This design comes from an exercise in tuning for small area, a short achievable clock period and few clock cycles per item on the open sky130 flow, not from production work. No functional check of the RTL was part of any run shown here. No activity file was given, so power comes from the tool's default toggle rates.

==> flow/design.v, too long to show whole: its modules and the start of the top module <==
// module prime_finder: 96 lines
// module prime_rom: 2441 lines
// module tab_t15: 74 lines
// module tab_pos: 171 lines
// module tab_off: 75 lines
module prime_finder(
	input              clk,
	input              rst,
	input              start,
	input      [15:0]  n,
	output             done,
	output             is_prime,
	output     [15:0]  prime
);
  // ...
==> flow/run.sh <==
#!/bin/bash
# synth_recipe.tcl (not shown) runs the flow's synth.tcl, then flattens the netlist and writes it again
# the make line also repeats each setting of config.mk as NAME=value (left out here)
make -C /OpenROAD-flow-scripts/flow DESIGN_CONFIG=/design/flow/config.mk WORK_HOME=/design/flow/orfs CLKGATE_MAP_FILE= SYNTH_SCRIPT=/design/flow/synth_recipe.tcl finish
==> flow/config.mk <==
export PLATFORM = sky130hd
export DESIGN_NAME = prime_finder
export DESIGN_NICKNAME = prime_finder
export VERILOG_FILES = /design/flow/design.v
export SDC_FILE = /design/flow/constraint.sdc
export NUM_CORES = 4
export LEC_CHECK = 0
export ABC_AREA = 1
export CAP_MARGIN = 20
export CORE_MARGIN = 2
export CORE_UTILIZATION = 15
export GPL_ROUTABILITY_DRIVEN = 1
export PLACE_DENSITY = 0.22
export SETUP_SLACK_MARGIN = 3.0
export SLEW_MARGIN = 20
==> flow/constraint.sdc <==
create_clock -name core_clock -period 8.0 [get_ports {clk}]
set_input_delay 1.6000 -clock core_clock [delete_from_list [all_inputs] [get_ports {clk}]]
set_output_delay 1.6000 -clock core_clock [all_outputs]
set_load 0.01 [all_outputs]
==> run_results.csv, run 1 <==
group,metric,value,unit
outcome,status,"complete, no violations",
power_and_ir_drop,power,11.0,mW
place,io_buffer_count,36,
global_routing,first_global_vias,36900,
worst_hold_path,min_path_cells,2,
synth,synth_edf_count,19,
worst_setup_path,cp.depth,24,
drt,drt_iter0_markers,7562,
synth,ys_dominant_reg_cell,"edfxtp_1",
sta,layout_min_cycle_time,5.15,ns
power_and_ir_drop,switching_share,0.727,
final_layout,fin_area,31700,sq um
clock_network,cts_root_buf,"clkbuf_16",
worst_setup_path,cp.required,8.20,ns
final_layout,final_cell_mix,"nand2_1 (1553), nand3_1 (855), buf_4 (422)",
power_and_ir_drop,p_int,3.02,mW
final_layout,multi_input_area,21000,sq um
final_layout,seq_cells,29,
worst_setup_path,start_kind,"input pin",
drt,drc_errors,0,
clock_network,clkLatencyLatePin,0.36,ns
final_layout,top_area_cell_class,"multi-input combinational cells",
worst_setup_path,cp.arrival,5.35,ns
global_routing,grt_max_degree,97,
synth,synth-simple-area-share,0.685,
drt,dr_wl_met3,51300,um
final_layout,diodes,43,
clock_network,clock-sinks,29,
synth,synth_top_family_by_area,"simple AND/OR/NAND/NOR gates",
global_routing,grt_pass1_wl,448000,um
worst_setup_path,cpLargestDelayFamily,"adder cells",
==> module prime_finder, before the edit <==
module prime_finder(
	input              clk,
	input              rst,
	input              start,
	input      [15:0]  n,
	output             done,
	output             is_prime,
	output     [15:0]  prime
);
wire [3:0] h2 = n[15:12];
wire [3:0] h1 = n[11:8];
wire [3:0] h0 = n[7:4];
wire [4:0] t01 = {1'b0, h0} + {1'b0, h1};
wire [5:0] tt = {1'b0, t01} + {2'b0, h2};
wire [1:0] tu;     
wire [3:0] mh;     
tab_t15 t_t15(.a(tt), .d({tu, mh}));
wire [8:0] nb = {1'b0, h2, 4'd0} + {5'd0, h2} + {5'd0, h1};    
wire [2:0] alo = {1'b0, nb[1:0]} + {1'b0, tu};
wire [6:0] abh = nb[8:2] + 7'd1;
wire [8:0] a_c = {alo[2] ? abh : nb[8:2], alo[1:0]};     
wire [5:0] p_c;    
wire       rc_c;   
tab_pos t_pos(.a({mh, n[3:0]}), .d({rc_c, p_c}));
wire       n_small = (n < 16'd6);
wire       n_wrap  = (n > 16'd65521);
wire [1:0] sp_c  = n_wrap ? 2'd1 : !n_small ? 2'd0 : (n <= 16'd2) ? 2'd1 : (n == 16'd3) ? 2'd2 : 2'd3;
wire       spp_c = (n == 16'd2) | (n == 16'd3) | (n == 16'd5);
reg [8:0]  A;
reg [5:0]  p;
reg        rc;
reg [1:0]  sp;
reg        spp;
reg        busy;
reg        done_q, isp_q;
reg [7:0]  c_q;      
wire [63:0] v;
prime_rom rom(.a(A), .d(v));
wire [63:0] vm = v & ({64{1'b1}} << p);    
wire [31:0] e1a; wire [31:0] e1i;
wire [15:0] e2a; wire [31:0] e2i;
wire [7:0]  e3a; wire [23:0] e3i;
wire [3:0]  e4a; wire [15:0] e4i;
wire [1:0]  e5a; wire [9:0]  e5i;
genvar g;
generate
	for (g = 0; g < 32; g = g + 1) begin : l1
		assign e1a[g] = vm[2*g] | vm[2*g+1];
		assign e1i[g] = ~vm[2*g];
	end
	for (g = 0; g < 16; g = g + 1) begin : l2
		assign e2a[g] = e1a[2*g] | e1a[2*g+1];
		assign e2i[2*g+1:2*g] = e1a[2*g] ? {1'b0, e1i[2*g]} : {1'b1, e1i[2*g+1]};
	end
	for (g = 0; g < 8; g = g + 1) begin : l3
		assign e3a[g] = e2a[2*g] | e2a[2*g+1];
		assign e3i[3*g+2:3*g] = e2a[2*g] ? {1'b0, e2i[4*g+1:4*g]} : {1'b1, e2i[4*g+3:4*g+2]};
	end
	for (g = 0; g < 4; g = g + 1) begin : l4
		assign e4a[g] = e3a[2*g] | e3a[2*g+1];
		assign e4i[4*g+3:4*g] = e3a[2*g] ? {1'b0, e3i[6*g+2:6*g]} : {1'b1, e3i[6*g+5:6*g+3]};
	end
	for (g = 0; g < 2; g = g + 1) begin : l5
		assign e5a[g] = e4a[2*g] | e4a[2*g+1];
		assign e5i[5*g+4:5*g] = e4a[2*g] ? {1'b0, e4i[8*g+3:8*g]} : {1'b1, e4i[8*g+7:8*g+4]};
	end
endgenerate
wire       fany = e5a[0] | e5a[1];
wire [5:0] fk = e5a[0] ? {1'b0, e5i[4:0]} : {1'b1, e5i[9:5]};
wire       found = fany | (sp != 2'd0);
wire [7:0] c;                                
tab_off t_off(.a(fk), .d(c));
wire        isp_c = (sp == 2'd0) ? (rc & fany & (fk == p)) : spp;
wire [12:0] phi = {A, c_q[7:4]} - {4'd0, A};    
wire [15:0] prime_o = (sp == 2'd0) ? {phi[11:0], c_q[3:0]} : (sp == 2'd1) ? 16'd2 : (sp == 2'd2) ? 16'd3 : 16'd5;
always @(posedge clk) begin
	if (start) begin
		A   <= a_c;
		p   <= p_c;
		rc  <= rc_c;
		sp  <= sp_c;
		spp <= spp_c;
	end else if (busy & ~found) begin    
		A   <= A + 9'd1;
		p   <= 6'd0;
		rc  <= 1'b0;
	end
	busy    <= ~rst & (start | (busy & ~found));
	done_q  <= ~rst & ~start & (done_q | (busy & found));
	c_q     <= c;
	isp_q   <= isp_c;
end
assign done = done_q;
assign is_prime = isp_q;
assign prime = prime_o;
endmodule
==> run 2, diff against run 1 <==
--- a/flow/design.v
+++ b/flow/design.v
@@ -16,9 +16,10 @@
 wire [3:0] mh;     
 tab_t15 t_t15(.a(tt), .d({tu, mh}));
 wire [8:0] nb = {1'b0, h2, 4'd0} + {5'd0, h2} + {5'd0, h1};    
-wire [2:0] alo = {1'b0, nb[1:0]} + {1'b0, tu};
-wire [6:0] abh = nb[8:2] + 7'd1;
-wire [8:0] a_c = {alo[2] ? abh : nb[8:2], alo[1:0]};     
+wire [8:0] nb1 = nb + 9'd1;
+wire [8:0] nb2 = nb + 9'd2;
+wire [8:0] nb3 = nb + 9'd3;
+wire [8:0] a_c = tu[1] ? (tu[0] ? nb3 : nb2) : (tu[0] ? nb1 : nb);     
 wire [5:0] p_c;    
 wire       rc_c;   
 tab_pos t_pos(.a({mh, n[3:0]}), .d({rc_c, p_c}));
==> run_results.csv, run 2 <==
group,metric,value,unit
worst_setup_path,cpLargestDelayFamily,"adder cells",
clock_network,clkTransAtPathRegs,0.06,ns
worst_setup_path,cp.depth,19,
die,core_area,141000,sq um
sta,setup_violations,0,
clock_network,clkLatencyLatePin,0.33,ns
final_layout,layout_commonest_cell,"nand2_1",
synth,synthTopCellsByCount,"nand2_1 (1764), nand3_1 (971), nor2_1 (482)",
synth,synth_edf_count,19,
die,die-height,380,um
synth,synth_cell_types,55,
worst_setup_path,reg2reg_depth,26,
worst_setup_path,cp_common_cell,"buf_4",
drt,dr_wl_met3,49900,um
power_and_ir_drop,p_per_area,342,nW/um^2
drt,ant_nets,0,
worst_hold_path,min_path_cells,2,
drt,wl_per_cell,54.3,um
global_routing,grt_max_degree,87,
power_and_ir_drop,vdd_drop_max,0.155,mV
synth,syn_area_per_cell,4.66,sq um
die,die_x,380,um
synth,yosysWarnings,1,
drt,routed_via_density,6.09,
die,ioPinCount,37,
worst_setup_path,cp_slowest_cell,"fa_1",
sta,final-max-slew-violation-count,0,
global_routing,grt_util_all_layers,0.491,
synth,ys_top_cells_by_area,"nand2_1 (31%), nand3_1 (23%), nor2_1 (8.5%)",
worst_setup_path,crit_chain,"clkdlybuf4s15_2 -> fa_1 -> ha_4 -> inv_1 -> o21ai_2 -> xor2_2 -> buf_4 -> ha_2 -> inv_1 -> o2111ai_1 -> nand2_1 -> o21ai_4 -> inv_4 -> ha_4 -> nor2_4 -> buf_4 -> buf_4 -> o31ai_1 -> a31oi_1",
synth,synth_area,21300,sq um
power_and_ir_drop,power,10.6,mW
sta,relSlewSlack,0.264,
synth,syn_inst,4564,
final_layout,nets,4981,
drt,met2_length,139000,um
synth,synth.yosys.seq_area_share,0.0363,
die,rows,138,
final_layout,fin_cells,6837,
final_layout,final_util,0.219,
drt,top_layer,"met5",
drt,drc_errors,0,
clock_network,htree_num_levels,2,
place,dp_slack,1.37,ns
sta,setup_tns,0,ns
worst_setup_path,end_kind,"flop",
final_layout,drive_gt1_frac,0.238,
final_layout,final_cell_mix,"nand2_1 (1587), nand3_1 (915), buf_4 (422)",
synth,syn-num-nets,4644,
global_routing,antenna_found_initial,80,
sta,rsz0062_at_grt,"true",
sta,fin_skew,0.0228,ns
run,drv_cap,0,
drt,via_count,41600,
place,hpwl,286000,um
sta,max_slew.worst_pin.slew,1.09,ns
synth,yosysMostFrequentCell,"nand2_1",
place,io_buffer_count,36,
worst_setup_path,cp.arrival,5.24,ns
outcome,status,"complete, no violations",
sta,hold_viol_final,0,
worst_setup_path,crit_type,"input pin to flop",
place,routabilityCongestion,1.14,
synth,synth_top_area_cell,"nand2_1",
global_routing,overflow,0,
final_layout,regMostFlops,"A",
sta,post-route-period-util,0.649,
final_layout,largest_register_ff_count,9,
synth,ys_seq_elements,29,
die,start_util,0.151,
sta,layout_min_cycle_time,5.19,ns
clock_network,clock-sinks,29,
die,dieArea,145000,sq um
drt,wl_met1,139000,um
synth,ys_dominant_reg_cell,"edfxtp_1",
worst_setup_path,cp.required,8.04,ns
clock_network,clock_path_buffers,2,
sta,layout_setup_ws,2.81,ns
clock_network,cts_tree,"built",
synth,yosysTopAreaCellShare,0.312,
drt,wl,371000,um
final_layout,syn_to_final_growth,45.4,%
worst_setup_path,start_kind,"input pin",
sta,max_freq,0.193,GHz
worst_setup_path,cp_num_buf_inv,7,
worst_setup_path,path_max_fanout,4,
synth,async_flop_share,0,
worst_setup_path,max_stage_delay,0.52,ns
power_and_ir_drop,p_leak,15.8,nW
global_routing,first_global_vias,37800,
clock_network,cts_buffers,5,
place,placed_cells,6621,
final_layout,reg.largest.list,"A: 9 flops, c_q: 7 flops, p: 6 flops",
drt,dr.pass1.iters,8,
clock_network,cts_root_buf,"clkbuf_16",
drt,drt_iter0_markers,6908,
global_routing,grt_pass1_wl,455000,um
worst_hold_path,hp-class,"flop to flop",
## run 2: worst reg2reg max path, stage by stage (launching register included)
cell and delay (ns):
edfxtp_1 0.42, buf_4 0.18, inv_4 0.31, nand2_8 0.31, nand3_1 0.20, buf_4 0.23, nand2_1 0.08, inv_1 0.35
nand2_1 0.17, nand3_1 0.29, nand3_1 0.23, nand3_2 0.25, nand2_1 0.13, nand2_1 0.12, nand2_1 0.09, nor2_2 0.19
nand2_4 0.12, nor2_8 0.22, nand2_4 0.10, buf_12 0.15, nand2_2 0.09, nand2_2 0.14, buf_4 0.17, nor2_1 0.15
nand3_1 0.13, nand3_1 0.09, nand2_1 0.09
## run 2: what timing repair did
action,CTS,global route
hold buffers,0,0
pin swaps,63,68
gates resized for setup,457,374
buffers inserted,72,81
gates cloned,7,3
endpoints found under the setup margin,49,42
## run 2: metrics by stage
step                      area, sq um  hold slack, ns
after detailed placement        26100           0.441
final                           30900           0.452
after global placement          26100           0.447
after floorplan                 21400           0.419
after global routing            30800           0.509
after CTS                       28500           0.454
## run 2: per-layer routing
| layer | vias to the layer above | global-route usage |
|---|---|---|
| met5 | - | 0.000661 |
| met4 | 56 | 0.456 |
| met3 | 1334 | 0.234 |
| met2 | 3951 | 0.652 |
| met1 | 20600 | 0.570 |
| li1 | 15700 | - |
## run 2: power by group
group / leakage [nW] / internal [mW] / total, mW / switching (mW)
registers: 0.271 / 0.208 / 0.250 / 0.0423
clock network: 0.0827 / 0.144 / 0.244 / 0.100
logic: 15.5 / 2.55 / 10.1 / 7.52
total: 15.8 / 2.90 / 10.6 / 7.66
## run 2: area by class of cell
| class | count | area (sq um) |
|---|---|---|
| fill | 16900 | 110000 |
| multi-input combinational | 3927 | 20300 |
| timing repair buffer | 587 | 5610 |
| tap | 1890 | 2360 |
| inverter | 347 | 1570 |
| sequential | 29 | 771 |
| clock buffer | 8 | 168 |
| antenna | 45 | 113 |
| timing repair inverter | 4 | 33.8 |
## run 2: worst paths after layout
check            to   from  slack [ns]
max            p[4]  n[11]        2.81
min           isp_q    spp        0.45
max reg2reg  c_q[6]   A[6]        2.90
min reg2reg   isp_q    spp        0.45
## run 2: cells by family (layout without fill, tap and decap cells)
logic type,count (synthesis),after routing,share of synthesized area
buffers and inverters,608,946,0.123
AOI/OAI and AO/OA,505,505,0.128
other,0,45,0
xor gates and xnor gates,8,8,0.00330
and+or+nand+nor,3353,3353,0.671
DFF,29,29,0.0363
adders and majority gates,61,61,0.0384

## what the ideal ports hide
How much do the figures lean on ideal ports? The routed layouts below were timed once more, with nothing changed but the port constraints. Step 1 (the two cells are an assumption about what drives the block):
set clk [get_ports {clk}]
set_driving_cell -lib_cell sky130_fd_sc_hd__clkbuf_16 $clk
set_driving_cell -lib_cell sky130_fd_sc_hd__buf_2 [delete_from_list [all_inputs] $clk]
Step 2 times the ports against the registers' clock, not the clock port: input delays grow and output delays shrink by t, the midpoint of the rising clock arrivals with the driver on. a / b / c = no drivers / after step 1 / after step 2; a / b = the first two.
| run | t, ns | slack for setup (ns) | worst hold slack (ns) | worst register clock-pin slew, ns | worst slew at a driven data input, ns |
|---|---|---|---|---|---|
| run 1 | 0.405 | 2.853 / 2.855 / 2.455 | 0.538 / 0.538 / 0.538 | 0.09 / 0.09 | 0.08 |
| run 2 | 0.378 | 2.806 / 2.823 / 2.445 | 0.452 / 0.452 / 0.452 | 0.08 / 0.08 | 0.06 |
After both steps setup and hold are still met in every run listed. For run 1, which loses most, drivers alone change the setup slack by +0.002 ns; drivers and shift together by -0.398 ns.
